Source: an optimization exercise on an open RTL-to-GDS flow (aim: small area). Production flows keep margins and buffers that such runs may drop. RTL that was checked went through simulation tests only; none was proved equivalent to the original. The RTL of runs 1 and 2 was laid out without a check of its function. Power is estimated from default activity; no workload was simulated.

--- design/flow/design.v ---
module uart_baud (
  input  wire       clk, rst,
  input  wire [9:0] L,
  output wire [3:0] cnt,
  output wire       nedge
);
  reg [9:0] q;
  reg [3:0] c;
  reg       c15;
  wire      tick = ~|q;
  always @(posedge clk) begin
    if (rst | tick) q <= L;
    else            q <= q - 1'b1;
    if (rst)        c <= 4'd0;
    else if (tick)  c <= c + 1'b1;
    c15 <= &c;
  end
  assign cnt   = c;
  assign nedge = c15 & ~c[0];
endmodule
module UART_APB_Interface #(
  parameter N = 8
)(
  input  wire        PCLK, PRESETn, PSEL, PENABLE, PWRITE,
  input  wire [31:0] PADDR, PWDATA,
  output wire [31:0] PRDATA,
  output reg         PREADY,
  input  wire        rx,
  output wire        tx
);
  wire acc   = PSEL & PENABLE;                
  wire hi0   = ~|PADDR[31:3];
  wire a0    = hi0 & (PADDR[2:0] == 3'd0);
  wire a1    = hi0 & (PADDR[2:0] == 3'd1);
  wire a2    = hi0 & (PADDR[2:0] == 3'd2);
  wire a3    = hi0 & (PADDR[2:0] == 3'd3);
  wire a4    = hi0 & (PADDR[2:0] == 3'd4);
  wire wr    = acc & PWRITE;
  wire rd    = acc & ~PWRITE;
  reg  [31:0] r0, r2, r4;
  wire [31:0] wd = PWDATA & {32{PRESETn}};
  wire [31:0] wd4 = {PWDATA[31:10] & {22{PRESETn}},
                     PWDATA[9:0] & {10{PRESETn}} | ({10{~PRESETn}} & 10'd650)};
  always @(posedge PCLK) begin
    if (~PRESETn | (wr & a0)) r0 <= wd;
    if (~PRESETn | (wr & a2)) r2 <= wd;
    if (~PRESETn | (wr & a4)) r4 <= wd4;
  end
  reg        s0, s2, s4;
  reg  [7:0] cap;
  wire       rx_busy, tx_busy, rx_done, tx_done, rx_error;
  wire [7:0] rx_sr;
  always @(posedge PCLK, negedge PRESETn) begin
    if (~PRESETn) begin
      s0 <= 1'b0; s2 <= 1'b0; s4 <= 1'b0;
      cap <= 8'd0;
      PREADY <= 1'b0;
    end else begin
      s0 <= rd & a0;
      s2 <= rd & a2;
      s4 <= rd & a4;
      cap <= ({8{rd & a1}} & {3'b0, rx_busy, tx_busy, rx_done, tx_done, rx_error})
           | ({8{rd & a3}} & rx_sr);
      PREADY <= PREADY | acc;
    end
  end
  assign PRDATA = ({32{s0}} & r0) | ({32{s2}} & r2) | ({32{s4}} & r4) | {24'd0, cap};
  wire       rx_rst = r0[0], tx_rst = r0[1], rx_en = r0[2], tx_en = r0[3];
  wire [9:0] L = r4[9:0];
  reg        ti;
  reg  [9:0] ts;
  wire [3:0] tcnt;
  wire       tedge;
  wire       tz = ~|ts[9:1];
  wire       tstop = tz & ~ts[0];
  uart_baud tbaud (.clk(PCLK), .rst(ti), .L(L), .cnt(tcnt), .nedge(tedge));
  always @(posedge PCLK, negedge PRESETn) begin
    if (~PRESETn)               ti <= 1'b1;
    else if (tx_rst | ~tx_en)   ti <= 1'b1;
    else if (ti)                ti <= 1'b0;
    else if (tstop & tedge)     ti <= 1'b1;
  end
  always @(posedge PCLK) begin
    if (ti)                     ts <= {1'b1, r2[7:0], 1'b0};
    else if (tedge | (tz & ts[0])) ts <= {1'b0, ts[9:1]};
  end
  assign tx      = ti | (ts[0] ^ tz);
  assign tx_busy = ~ti;
  assign tx_done = ~ti & tstop & tedge;
  localparam [3:0] R_D8 = 4'b0000, R_STOP = 4'b0001, R_IDLE = 4'b0010, R_START = 4'b0011,
                   R_D0 = 4'b1000;
  reg  [3:0] rm;
  reg  [7:0] rsr;
  wire [3:0] rcnt;
  wire       redge;
  wire       ridle  = (rm == R_IDLE);
  wire       rstart = (rm == R_START);
  wire       rdata  = rm[3];
  wire       rstop  = (rm == R_STOP);
  wire       rhalf  = (rcnt == 4'd8);
  uart_baud rbaud (.clk(PCLK), .rst(ridle | (rstart & rhalf)), .L(L),
                   .cnt(rcnt), .nedge(redge));
  always @(posedge PCLK) begin
    if (~PRESETn | rx_rst | ~rx_en)              rm <= R_IDLE;
    else if (rstart)                             begin if (rhalf) rm <= R_D0; end
    else if ((rdata | rstop) ? redge : (rm == R_D8) | ~rx) rm <= rm + 1'b1;
  end
  always @(posedge PCLK, negedge PRESETn) begin
    if (~PRESETn)              rsr <= 8'd0;
    else if (rdata & redge)    rsr <= {rx, rsr[7:1]};
  end
  assign rx_sr    = rsr;
  assign rx_busy  = ~ridle;
  assign rx_done  = rstop & redge & rx;
  assign rx_error = rstop & redge & ~rx;
endmodule
--- design/flow/flow/run.sh ---
#!/bin/bash
# Standard ORFS layout (the standard.sh) with two changes:
#  - port buffers use the smallest buffer cell (buf_1) instead of the resizer's default pick
#  - CTS builds the tree from small clock buffers and inserts no dummy loads
set -euo pipefail
bash standard.sh \
  "BUFFER_PORTS_ARGS=-buffer_cell sky130_fd_sc_hd__buf_1" \
  "CTS_ARGS=-sink_clustering_enable -repair_clock_nets -buf_list sky130_fd_sc_hd__clkbuf_4 -sink_clustering_size 10 -dont_use_dummy_load" \
  finish > make_finish.log 2>&1
--- design/flow/standard.sh ---
#!/bin/bash
# synth_recipe.tcl (not shown) runs the flow's synth.tcl, then flattens the netlist and writes it again
# the make line also repeats each setting of config.mk as NAME=value (left out here)
make -C /OpenROAD-flow-scripts/flow DESIGN_CONFIG=/design/flow/config.mk WORK_HOME=/design/flow/orfs CLKGATE_MAP_FILE= SYNTH_SCRIPT=/design/flow/synth_recipe.tcl "${@:-finish}"
--- design/flow/config.mk ---
export PLATFORM = sky130hd
export DESIGN_NAME = UART_APB_Interface
export DESIGN_NICKNAME = UART_APB_Interface
export VERILOG_FILES = /design/flow/design.v
export SDC_FILE = /design/flow/constraint.sdc
export NUM_CORES = 4
export LEC_CHECK = 0
export CAP_MARGIN = 20
export CORE_MARGIN = 2
export CORE_UTILIZATION = 65
export SLEW_MARGIN = 20
--- design/flow/constraint.sdc ---
create_clock -name core_clock -period 10.0 [get_ports {PCLK}]
set_input_delay 2.0000 -clock core_clock [delete_from_list [all_inputs] [get_ports {PCLK}]]
set_output_delay 2.0000 -clock core_clock [all_outputs]
set_load 0.01 [all_outputs]
==> run notes, run 1 <==
Run status
The flow ran to the end and the layout has no timing, DRC or antenna violations.

Floorplanning
The floorplan step defined a die boundary enclosing 0.01123 mm^2. The top-level port count is between 100 and 150. The region available for standard cell placement spans between 0.01 and 0.015 mm^2.

The die is ~110 um tall. The initial utilization of the core area, before any placement, comes to 66.06%. The count of standard-cell rows is 37. The die is 106.0 um wide.

Synthesis
Summed over all instances, the cell type with the most area after synthesis is edfxtp_1. The number of enable flip-flop cells after synthesis is about 100. The synthesized netlist contains 61 unique library cells. After technology mapping, the gate count stands at 521. Summed over its instances, the top area cell type makes up 46.21% of the synthesized netlist area.

The commonest cells after synthesis are edfxtp_1, nor2_1, inv_1, dfxtp_1, and2_1. The number of storage elements in the synthesis netlist is 161. The number of warnings printed during yosys synthesis is 2. The share of flip-flops with an asynchronous set or reset is 13.04%. The sequential-to-total area share from yosys stat is 64.66%. Averaged over all synthesized cells, the footprint is 12.97 um^2. The most used flip-flop cell after synthesis is edfxtp_1.

The cell area after synthesis is between 0.006 and 0.007 mm^2. In the post-synthesis netlist, the cell with the most instances is edfxtp_1. By area the synthesized netlist is led by edfxtp_1, dfxtp_1, dfrtp_1, a222oi_1, and2_1.

The synthesized netlist net count is 602.

Clock network
The clock tree from TritonCTS is built. The number of clock sinks seen by CTS is 161. The number of buffers added to fix hold violations after cts is 0. The number of H-tree levels is 4. The root buffer cell chosen for the clock tree is clkbuf_4.

The number of resized instances in the post-cts repair step is 0. After clock tree synthesis, the clock-pin slew on the worst setup and hold paths is 0.10 ns. Buffers inserted during clock tree synthesis total 17.

For the worst-skew pair, the clock arrives at the later sink with an insertion delay of 0.52 ns. No sink is reached through more buffers than the 2 on the longest clock path. After clock tree synthesis, the setup repair step added 0 buffers.

GRT
The via count of the first global-routing pass is 4402. Entering global routing, the biggest net connects 60 pins. The first global-routing pass estimated 21770 um of wire. The initial antenna violation count is 0. The aggregate global-route resource usage is 25.42%.

Summed over all layers, the global routing overflow is 0.

Finish
The total of fill cells in the finished design is between 700 and 800. Relative to the synthesized area, the layout overhead comes to 9.756%. The fraction of final layout cells with drive strength greater than 1 is 7.643%. The utilization after layout is 72.51%.

The final antenna diode count is 0. The number of nets in the layout is 711.

STA
The worst path setup slack after routing is just under 6 ns. The worst path uses about two fifths of the clock period. The final clock skew is ~0.018 ns. The tightest hold path in the finished design has a slack of around 0.48 ns.

Setup repair after global routing left no endpoint under its margin. The total count of max-transition violations in the final report is 0. The setup TNS is 0 ns. The final setup violation count is 0. The top achievable clock speed is 240.9 MHz. The worst max-slew margin expressed relative to the limit is 39.64%. The final critical delay including setup and external delays is 4.151 ns. The measured slew at the worst slew-check pin is approximately 0.9 ns. The total count of hold-check failures in the final report is 0.

Worst setup path
Data on the critical path arrives at its endpoint at between 2 and 2.5 ns. The nature of the critical path startpoint is a flip-flop. The cell at the slowest stage of the critical path is edfxtp_1. The cell that appears most often on the critical path is nor4_1. Along the worst path, the maximum fanout reaches 2. The critical path in this run is classified as reg2out. The peak per-stage delay on the critical path is approximately 0.41 ns. Traced cell by cell, the critical path runs through nor4_1 -> nand2_1 -> nor4_1 -> ha_1 -> nand2b_1 -> buf_1. For the worst setup path, the data required time is roughly 8.0 ns. The number of buffers and inverters on the critical path is 1. The worst setup path is captured at an output pin.

The kind of cell adding the most delay to the critical path is simple AND/OR/NAND/NOR gates.

Place
At the placement stage, the worst setup path has a slack of 5.670 ns. The port buffer count is 103. Routability-driven placement finished with a final weighted congestion of 0.7891. After legalization and detailed placement, the total HPWL measured 8954 um.

Flow run
The max-cap violation count is 0.

Drt
After detailed routing, the average wire length per cell comes to 17.87 um. The detailed-routing iteration count for the pre-antenna-repair pass is 6. After the first detailed-routing iteration, the DRC count stood at 364. The number of vias after detailed routing is roughly 4600. Using the TritonRoute via totals, the vias-per-cell ratio works out to 6.009. The count of unresolved DRC violations after routing is 0. The total detailed-routing wirelength is roughly 14000 um. In this run the remaining antenna-violating nets after routing total 0.

Power
In this run the static leakage power is 0.002915 uW. In this run the power density over the cells is 152.4 mW/mm^2. The worst voltage drop across the vdd grid is 0.0001195 V.

The overall power of the completed layout is between 1000 and 1500 uW.

Worst hold path
The tightest min-delay check is of the reg2reg type.
[flip-flops by register name (all words and copies together), names as in the netlist, 4 cells and up]
register and flops:
cap 8, r0 32, r2 32, r4 32, rbaud.c 4, rbaud.q 10, rm 4, rsr 8
tbaud.c 4, tbaud.q 10, ts 10
[through the flow]
| step | instances | cell area, um^2 |
|---|---|---|
| 5_1_grt | 764 | 7418 |
| 2_1_floorplan | 521 | 6759 |
| 3_5_place_dp | 747 | 7291 |
| 4_1_cts | 764 | 7418 |
| 3_3_place_gp | 747 | 7291 |
| 6_report | 764 | 7418 |
[cells in the final DEF, fill, tap and decap left out, types with 8 or more instances in the layout]
cell	Yosys	final
nor3_1	8	8
ha_1	11	11
inv_1	37	37
a222oi_1	24	24
a21oi_1	26	26
dfxtp_1	36	36
nor2_1	38	38
mux2_2	12	12
xor2_1	10	10
a22oi_1	8	8
a22o_1	8	8
nor4_1	9	9
clkbuf_4	0	17
nand2_1	18	18
edfxtp_1	104	104
buf_1	0	102
dfrtp_1	20	20
and2_1	32	32
[final timing paths]
check / slack (ns) / depth (start not counted) / start / endpoint
worst max-delay path: 5.85 / 6 / ts[5] / tx
worst min-delay path: 0.48 / 1 / r0[3] / ti
worst max register to register: 7.76 / 7 / ts[5] / ts[2]
worst min register to register: 0.48 / 1 / r0[3] / ti
max in group asynchronous: 7.99 / 2 / PRESETn / rsr[5]
min in group asynchronous: 1.57 / 2 / PRESETn / cap[2]
[power breakdown]
part	total, uW	leakage, uW	switching [uW]	internal, uW
combinational	81.7	0.00125	45.9	35.8
sequential	792	0.00159	31.5	761
clock	257	0.0000782	179	77.9
[layer usage]
layer  routed length, um  GRT usage [%]
met3                 804          7.051
met5                   0              0
met1                5761          33.16
met4                 162          7.049
met2                6928          42.35
[logic make-up after synthesis]
logic type | Yosys count | share of synthesized area (%)
xor+xnor | 16 | 2.073
mux | 20 | 3.203
buf+inv | 56 | 3.110
flops | 161 | 64.66
compound gates | 92 | 10.53
simple gates | 165 | 14.38
fa+ha+maj | 11 | 2.036
[layout make-up]
class                           instances  area, um^2  area share, %
Sequential cell                       161        4370          58.91
Multi-Input combinational cell        304        2178          29.36
Timing Repair Buffer                  109       432.9          5.836
Tap cell                              136       170.2          2.294
Inverter                               37       138.9          1.872
Clock buffer                           17       127.6          1.720
==> inputs of run 2 (changes only) <==
--- a/design/flow/flow/run.sh
+++ b/design/flow/flow/run.sh
@@ -7,3 +7,3 @@
   "BUFFER_PORTS_ARGS=-buffer_cell sky130_fd_sc_hd__buf_1" \
-  "CTS_ARGS=-sink_clustering_enable -repair_clock_nets -buf_list sky130_fd_sc_hd__clkbuf_4 -sink_clustering_size 10 -dont_use_dummy_load" \
+  "CTS_ARGS=-sink_clustering_enable -repair_clock_nets -buf_list {sky130_fd_sc_hd__clkbuf_4 sky130_fd_sc_hd__clkbuf_8} -dont_use_dummy_load" \
   finish > make_finish.log 2>&1
==> run notes, run 2 <==
Synthesis
The synthesized netlist net count was 602 (unchanged). The share of flip-flops with an asynchronous set or reset is 13.04% (unchanged). The number of instances in the synthesized netlist is 521 (unchanged).

The number of storage elements in the synthesis netlist is 161 (unchanged). The cell area after synthesis is 0.006759 mm^2 (unchanged). The number of warnings printed during yosys synthesis is 2 (unchanged). The number of enable flip-flop cells after synthesis is 104 (unchanged). The sequential-to-total area share from yosys stat came to 64.66% (unchanged).

The average cell area after synthesis was 12.97 um^2 (unchanged). Yosys attributes the largest share of cell area to edfxtp_1, dfxtp_1, dfrtp_1, a222oi_1, and2_1. In the synthesized netlist, the cells that appear most often are edfxtp_1, nor2_1, inv_1, dfxtp_1, and2_1. The post-synthesis cell type count is 61 (unchanged). The most instantiated library cell after synthesis is edfxtp_1. The share of Yosys cell area claimed by the top area cell type was 46.21% (unchanged). In the synthesized netlist the dominant register cell turns out to be edfxtp_1.

The largest total area in the synthesized netlist belongs to edfxtp_1.

Power
The power density over the cells came to 161.6 mW/mm^2 (+6.0%). The leakage component of the power was 0.002959 uW (+1.5%). The worst voltage drop across the vdd grid is 0.0001286 V (+7.6%). The overall power of the completed layout is 1216 uW (+7.5%).

Drt
The count of unresolved DRC violations after routing is 0 (unchanged). The number of violations reported at the end of detailed-routing iteration 0 came to 344 (-5.5%). The detailed-routing iteration count for the pre-antenna-repair pass was 6 (unchanged). The detailed-route vias per instance is 6.014 (about the same).

The average routed wire per standard cell is 17.98 um (+0.60%). The number of vias after detailed routing came to 4595 (+0.087%). The final antenna-violating net count is 0 (unchanged). The total detailed-routing wirelength came to 13740 um (+0.60%).

Floorplanning
The starting density of the core is 66.06% (unchanged). The die outline area is 0.01123 mm^2 (unchanged). The count of standard-cell rows came to 37 (unchanged).

The die span in y is 106.0 um (unchanged). The top-level port count is 104 (unchanged). The core area is 0.01023 mm^2 (unchanged).

The horizontal die dimension was 106.0 um (unchanged).

Place
The cell count after placement is 747 (unchanged). The half-perimeter wire length of the detailed placement result was 8954 um (unchanged). The port buffer count is 103 (unchanged).

The post-placement cell area came to 0.007291 mm^2 (unchanged). The final RePlAce weighted congestion is 0.7891 (unchanged). The worst setup timing slack at the placement stage is 5.670 ns (unchanged).

Worst setup path
The cell repeated most along the worst path is nor4_1. The kind of cell adding the most delay to the critical path is simple AND/OR/NAND/NOR gates. The endpoint required time on the critical path was 8.00 ns (about the same).

The critical path arrival is 2.08 ns (-0.07 ns). Walking the worst path, the cells encountered are nor4_1 -> nand2_1 -> nor4_1 -> ha_1 -> nand2b_1 -> buf_1. The largest individual stage delay along the critical path comes from the cell edfxtp_1. The peak per-stage delay on the critical path is 0.40 ns (about the same).

The worst-case register-to-register setup slack is 7.75 ns (about the same). The nature of the critical path startpoint is a flip-flop. The highest fanout seen on the critical path is 2 (unchanged). The critical path endpoint category is an output pin. The buffering stage count on the worst path with inverters included is 1 (unchanged). The start-to-end type of the worst setup path is reg2out.

Finish
The final antenna diode count is 0 (unchanged). The library cells used most frequently in the layout, excluding fill and tap cells, are edfxtp_1, buf_1, nor2_1, inv_1, dfxtp_1. The fraction of final layout cells with drive strength greater than 1 is 7.643% (unchanged). In the final layout, the registers with the most flip-flops are r0 (32), r2 (32), r4 (32).

The relative area change from synthesis to final layout is 11.33%. The final cell count without fillers is 764 (unchanged). The final standard cell area without fillers is 0.007525 mm^2 (+1.4%).

Leaving out fill and tap cells, the most frequent cell in the layout is edfxtp_1. The number of nets in the layout was 711 (unchanged).

Clock network
The post-CTS setup buffer count came to 0 (unchanged). The number of buffers created by CTS is 17 (unchanged). The number of H-tree levels is 4 (unchanged). The maximum number of buffers from clock root to sink was 2 (unchanged). The number of clock sinks seen by CTS came to 161 (unchanged). The clock transition at the register clock pins on the worst setup and hold paths after CTS is 0.07 ns (-0.03 ns).

The number of resized instances in the post-cts repair step was 0 (unchanged). The clock tree from TritonCTS is built. Clock tree synthesis selected as its root buffer the cell clkbuf_8. The clock latency on the worst-skew pair is 0.44 ns (-0.08 ns). The number of buffers added to fix hold violations after cts is 0 (unchanged).

STA
The top achievable clock speed is 245.0 MHz (+1.7%). The worst path setup slack after routing came to 5.918 ns (+0.06838 ns). Setup repair after global routing left no endpoint under its margin. The final critical-path share of the clock period is 40.82% (-0.68 points).

The measured slew at the worst slew-check pin came to 0.9144 ns (+0.009041 ns). The setup TNS is 0 ns (unchanged). The final setup violation count came to 0 (unchanged). The final critical delay including setup and external delays is 4.082 ns (-0.06838 ns). The total count of hold-check failures in the final report is 0 (unchanged). The total count of max-transition violations in the final report is 0 (unchanged). The worst max-slew margin expressed relative to the limit was 39.04% (-0.60 points). The final clock skew is 0.01346 ns (-0.004739 ns).

GRT
The via count of the first global-routing pass came to 4460 (+1.3%). The global-route congestion overflow total came to 0 (unchanged). The initial antenna violation count is 0 (unchanged).

The largest net degree at the start of global routing is 60 (unchanged). The first-pass GRT wire length is 21970 um (+0.92%). The aggregate global-route resource usage is 25.85% (+0.43 points).

Flow run
The max-cap violation count was 0 (unchanged).

Worst hold path
The classification of the worst-slack hold path is reg2reg.

Run status
The run finished with no timing, DRC or antenna violations.
==> run 2: changes by cell type in the layout (fill, tap and decap cells not counted) <==
cell	previous run	this run
clkbuf_4	17	0
clkbuf_8	0	17
==> run 2: where the power goes <==
part / internal (uW) / switching (uW) / leakage [uW] / total [uW]
sequential: 761 / 31.8 / 0.00159 / 793
combinational: 35.8 / 46.0 / 0.00125 / 81.8
clock: 150 / 191 / 0.000122 / 341
total: 947 / 269 / 0.00296 / 1220
==> run 2: cell type report <==
type | count | area [um^2]
Inverter | 37 | 138.9
Multi-Input combinational cell | 304 | 2178
Sequential cell | 161 | 4370
Clock buffer | 17 | 234.0
Fill cell | 709 | 2706
Timing Repair Buffer | 109 | 432.9
Tap cell | 136 | 170.2
==> run 2: layer usage <==
layer  vias to the layer above  routed length (um)  share of wire, %  global-route usage (%)
met5                         -                   0                 0                       0
met3                        14                 808               5.9                   7.971
met4                         0                 147               1.1                   7.613
li1                       2166                   -                 -                       -
met2                       157                7046                51                   42.81
met1                      2258                5736                42                   33.20
==> run 2: worst paths after layout <==
path / start / end / cells after the start
max: ts[5] / tx / 6
min: r0[3] / ti / 1
max reg2reg: ts[5] / ts[2] / 7
min reg2reg: r0[3] / ti / 1
max in group asynchronous: PRESETn / rsr[6] / 2
min in group asynchronous: PRESETn / cap[2] / 2
==> run 2: cell families after synthesis <==
kind of cell	count (synthesis)	share of synthesized area (%)
flip-flops	161	64.66
multiplexers	20	3.203
buffers and inverters	56	3.110
adder cells (fa/ha/maj)	11	2.036
AO/OA/AOI/OAI	92	10.53
AND/OR/NAND/NOR	165	14.38
XOR/XNOR	16	2.073
==> run 2: through the flow <==
step	utilization, %	hold WS (ns)
after global placement	71.26	0.4183
final	73.55	0.4603
after detailed placement	71.26	0.4493
after floorplan	-	0.4057
after global routing	73.55	0.4842
after CTS	73.55	0.4598
==> inputs of run 3 (changes only) <==
--- a/design/flow/design.v
+++ b/design/flow/design.v
@@ -89,5 +89,5 @@
   assign tx_done = ~ti & tstop & tedge;
-  localparam [3:0] R_D8 = 4'b0000, R_STOP = 4'b0001, R_IDLE = 4'b0010, R_START = 4'b0011,
-                   R_D0 = 4'b1000;
-  reg  [3:0] rm;
+  localparam IDLE = 2'b00, START = 2'b01, DATA = 2'b10, STOP = 2'b11;
+  reg  [1:0] rs;
+  reg  [3:0] rb;
   reg  [7:0] rsr;
@@ -95,13 +95,18 @@
   wire       redge;
-  wire       ridle  = (rm == R_IDLE);
-  wire       rstart = (rm == R_START);
-  wire       rdata  = rm[3];
-  wire       rstop  = (rm == R_STOP);
-  wire       rhalf  = (rcnt == 4'd8);
-  uart_baud rbaud (.clk(PCLK), .rst(ridle | (rstart & rhalf)), .L(L),
+  wire       ridle = (rs == IDLE);
+  wire       rdata = (rs == DATA);
+  wire       rstop = (rs == STOP);
+  wire       rhalf = (rcnt == 4'd8);
+  uart_baud rbaud (.clk(PCLK), .rst(ridle | ((rs == START) & rhalf)), .L(L),
                    .cnt(rcnt), .nedge(redge));
   always @(posedge PCLK) begin
-    if (~PRESETn | rx_rst | ~rx_en)              rm <= R_IDLE;
-    else if (rstart)                             begin if (rhalf) rm <= R_D0; end
-    else if ((rdata | rstop) ? redge : (rm == R_D8) | ~rx) rm <= rm + 1'b1;
+    if (~PRESETn | rx_rst | ~rx_en) rs <= IDLE;
+    else case (rs)
+      IDLE:  if (~rx)          rs <= START;
+      START: if (rhalf)        rs <= DATA;
+      DATA:  if (rb == 4'd8)   rs <= STOP;
+      STOP:  if (redge)        rs <= IDLE;
+    endcase
+    if (ridle)                 rb <= 4'd0;
+    else if (rdata & redge)    rb <= rb + 1'b1;
   end
==> design/flow/run.sh (new file) <==
#!/bin/bash
# synth_recipe.tcl (not shown) runs the flow's synth.tcl, then flattens the netlist and writes it again
# the make line also repeats each setting of config.mk as NAME=value (left out here)
make -C /OpenROAD-flow-scripts/flow DESIGN_CONFIG=/design/flow/config.mk WORK_HOME=/design/flow/orfs CLKGATE_MAP_FILE= SYNTH_SCRIPT=/design/flow/synth_recipe.tcl finish
--- a/design/flow/config.mk
+++ b/design/flow/config.mk
@@ -9,3 +9,3 @@
 export CORE_MARGIN = 2
-export CORE_UTILIZATION = 65
+export CORE_UTILIZATION = 40
 export SLEW_MARGIN = 20
removed: design/flow/flow/run.sh
removed: design/flow/standard.sh
==> run notes, run 3 <==
GRT
The global-route congestion overflow total was 0 (unchanged). The initial antenna violation count is 0 (unchanged). The largest net degree at the start of global routing is 62 (+3.3%). The first-pass GRT wire length is 23670 um (+7.7%). The aggregate global-route resource usage is 17.32% (-8.5 points). The via count of the first global-routing pass was 4501 (+0.92%).

Floorplanning
The die span in y came to 134.1 um (+27%). The horizontal die dimension is 134.1 um (+27%). The core area is 0.01658 mm^2 (+62%). The top-level port count is 104 (unchanged). The starting density of the core is 40.85% (-25 points). The count of standard-cell rows came to 47 (+27%).

The die outline area is 0.01799 mm^2 (+60%).

Synthesis
Sorting the synthesized cells by area gives the leading types as edfxtp_1, dfxtp_1, dfrtp_1, a222oi_1, and2_1. The cell taking the most area after synthesis is edfxtp_1. The share of Yosys cell area claimed by the top area cell type is 46.10% (-0.10 points).

The synthesized netlist net count came to 629 (+4.5%). The number of instances in the synthesized netlist was 545 (+4.6%). By instance count, the leading cell after synthesis is edfxtp_1. The share of flip-flops with an asynchronous set or reset was 12.88% (-0.16 points). The number of storage elements in the synthesis netlist came to 163 (+1.2%). The post-synthesis cell type count is 49 (-20%).

In the synthesized netlist the dominant register cell turns out to be edfxtp_1. By count the netlist is led by edfxtp_1, nand2_1, nor2_1, dfxtp_1, inv_1. The average cell area after synthesis is 12.43 um^2 (-4.2%). The number of warnings printed during yosys synthesis is 2 (unchanged). The sequential-to-total area share from yosys stat is 65.11% (+0.45 points). The number of enable flip-flop cells after synthesis is 104 (unchanged). The cell area after synthesis came to 0.006774 mm^2 (+0.22%).

Worst setup path
The depth of the worst register-to-register path is 7 (unchanged). In this run the critical register-to-register path is launched from ts[5]. The worst-case register-to-register setup slack is 7.74 ns (about the same). The highest fanout seen on the critical path is 2 (unchanged). The nature of the critical path startpoint is a flip-flop. The critical path arrival is 2.42 ns (+0.34 ns).

The critical path in this run is classified as reg2out. The critical path endpoint category is an output pin. The endpoint required time on the critical path is 8.00 ns (about the same). The reg-to-reg critical path endpoint is ts[4].

STA
The setup TNS was 0 ns (unchanged). The final clock skew is 0.007358 ns (-0.006104 ns). The total count of hold-check failures in the final report was 0 (unchanged). The total count of max-transition violations in the final report came to 0 (unchanged). The measured slew at the worst slew-check pin came to 0.6742 ns (-0.2402 ns). The final setup violation count is 0 (unchanged).

The worst path setup slack after routing is 5.582 ns (-0.3352 ns). The final critical-path share of the clock period is 44.18% (+3.4 points). The final critical delay including setup and external delays is 4.418 ns (+0.3352 ns). The worst max-slew margin expressed relative to the limit is 55.05% (+16 points). The top achievable clock speed is 226.4 MHz (-7.6%). Setup repair after global routing left no endpoint under its margin.

Clock network
The post-CTS setup buffer count is 0 (unchanged). The library cell used as clock root buffer is clkbuf_16. The number of H-tree levels is 4 (unchanged). The clock latency on the worst-skew pair came to 0.42 ns (-0.02 ns). The number of resized instances in the post-cts repair step was 0 (unchanged).

The clock transition at the register clock pins on the worst setup and hold paths after CTS is 0.06 ns (about the same). TritonCTS built the clock tree. The number of buffers created by CTS is 17 (unchanged). The maximum number of buffers from clock root to sink is 2 (unchanged). The number of buffers added to fix hold violations after cts was 0 (unchanged). The number of clock sinks seen by CTS is 163 (+1.2%).

Finish
In the layout the commonest cells are edfxtp_1, clkdlybuf4s50_1, nand2_1, nor2_1, dfxtp_1. The number of nets in the layout is 738 (+3.8%). The most common library cell in the layout ignoring fill and taps is edfxtp_1.

The fraction of final layout cells with drive strength greater than 1 is 8.996% (+1.4 points). The final standard cell area without fillers is 0.008705 mm^2 (+16%). The final antenna diode count is 0 (unchanged). The largest registers in the layout are r0 (32), r2 (32), r4 (32). Compared with the post-synthesis result, the final layout area differs by 28.50%.

Drt
The number of vias after detailed routing is 4601 (+0.13%). The average routed wire per standard cell is 16.72 um (-7.0%). The final antenna-violating net count is 0 (unchanged). The number of violations reported at the end of detailed-routing iteration 0 is 432 (+26%). The total detailed-routing wirelength is 14830 um (+7.9%). The count of unresolved DRC violations after routing was 0 (unchanged). The detailed-route vias per instance was 5.187 (-14%). The detailed-routing iteration count for the pre-antenna-repair pass is 5 (-1).

Power
The worst voltage drop across the vdd grid is 0.0001368 V (+6.4%). The leakage component of the power was 0.003361 uW (+14%). The power density over the cells is 178.9 mW/mm^2 (+11%).

Worst hold path
The startpoint identified for the worst hold timing path is r0[3]. The cell depth of the worst min-delay path is 1 (unchanged). The path with the worst hold slack has its endpoint at ti. The classification of the worst-slack hold path is reg2reg.

Place
The final RePlAce weighted congestion is 0.7542 (-4.4%). The worst setup timing slack at the placement stage is 5.521 ns (-0.1493 ns). The port buffer count is 103 (unchanged). The half-perimeter wire length of the detailed placement result is 10210 um (+14%). The post-placement cell area is 0.008087 mm^2 (+11%).

Run status
The run finished with no timing, DRC or antenna violations.

Flow run
The max-cap violation count was 0 (unchanged).
-- run 3: cell count changes after synthesis, sizes merged, moves of 5 or more --
cell	delta
and3	-5
mux2	-6
nand2	+34
nand2b	+5
nor4	+8
-- run 3: critical path, cell delays in order (launching register included) --
cell	delay (ns)
edfxtp_1	0.41
nor4_1	0.29
nand2_1	0.10
nor4_1	0.31
ha_1	0.31
nand2b_1	0.06
clkdlybuf4s50_1	0.52
-- run 3: area by class of cell --
| cell class | count | area [um^2] |
|---|---|---|
| inverter | 37 | 138.9 |
| clock inverter | 14 | 178.9 |
| timing repair buffer | 112 | 1094 |
| sequential | 163 | 4410 |
| fill | 1428 | 7879 |
| tap | 220 | 275.3 |
| clock buffer | 18 | 439.2 |
| multi-input combinational | 323 | 2168 |
-- run 3: routing by layer --
layer | vias to the layer above | track usage (%) | part of all wire (%)
met2 | 144 | 27.69 | 48
met3 | 15 | 3.741 | 5.0
met4 | 0 | 5.789 | 1.4
met1 | 2228 | 23.64 | 45
li1 | 2214 | - | -
met5 | - | 0 | 0
-- run 3: worst max-delay path by stage --
stage	from	cells after the start	end
final	ts[5]	6	tx
after floorplan	PADDR[19]	5	r0[0]
after global placement	PADDR[6]	6	r4[11]
after global routing	ts[5]	6	tx
after detailed placement	PADDR[6]	6	r4[13]
after CTS	ts[5]	6	tx
-- run 3: logic make-up (layout without fill, tap and decap cells) --
family / count (synthesis) / after routing / synth area share [%]
mux: 11 / 11 / 1.755
flops: 163 / 163 / 65.11
simple gates: 195 / 195 / 15.42
xor+xnor: 19 / 19 / 2.457
fa+ha+maj: 14 / 14 / 2.586
buf+inv: 59 / 181 / 3.306
compound gates: 84 / 84 / 9.365
-- run 3: report_power, final --
part / switching, uW / total, uW / internal, uW
Clock: 262 / 664 / 402
Sequential: 29.3 / 798 / 768
Combinational: 45.0 / 96.3 / 51.4
Total: 336 / 1560 / 1220
-- run 3: metrics by stage --
stage | cells | hold WS [ns] | util, % | power (uW)
2_1_floorplan | 545 | 0.4057 | - | 853.9
3_3_place_gp | 855 | 0.4310 | 48.76 | 904.5
3_5_place_dp | 855 | 0.4361 | 48.76 | 908.4
4_1_cts | 887 | 0.4458 | 52.49 | 1570
5_1_grt | 887 | 0.4695 | 52.49 | 1612
6_report | 887 | 0.4522 | 52.49 | 1558

==> separate check: timing with driven ports <==
The results above use ideal ports. As a check the final layouts listed here were re-extracted and re-timed, cells and wires unchanged. Step 1 (the two cells are an assumption about what drives the block):
set clk [get_ports {PCLK}]
set_driving_cell -lib_cell sky130_fd_sc_hd__clkbuf_16 $clk
set_driving_cell -lib_cell sky130_fd_sc_hd__buf_2 [delete_from_list [all_inputs] $clk]
Step 2 also shifts input and output timing later by t, the mid clock arrival at the registers, as if the neighbouring blocks saw the same clock. Three values: ideal ports, drivers, drivers and shift; two values: the first two.
| run | t (ns) | setup slack, ns | hold slack, ns | worst data-port slew with drivers (ns) | pins driven straight from the clock port |
|---|---|---|---|---|---|
| run 1 | 0.543 | 5.849 / 5.815 / 5.672 | 0.475 / 0.475 / 0.475 | 0.04 | 1 |
| run 2 | 0.469 | 5.918 / 5.882 / 5.644 | 0.460 / 0.460 / 0.460 | 0.04 | 1 |
| run 3 | 0.461 | 5.582 / 5.541 / 5.545 | 0.452 / 0.452 / 0.452 | 0.05 | 1 |
After both steps setup and hold are still met in every run listed. The setup slack of run 2, which loses most, moves by -0.036 ns with the drivers and by -0.274 ns with both steps.
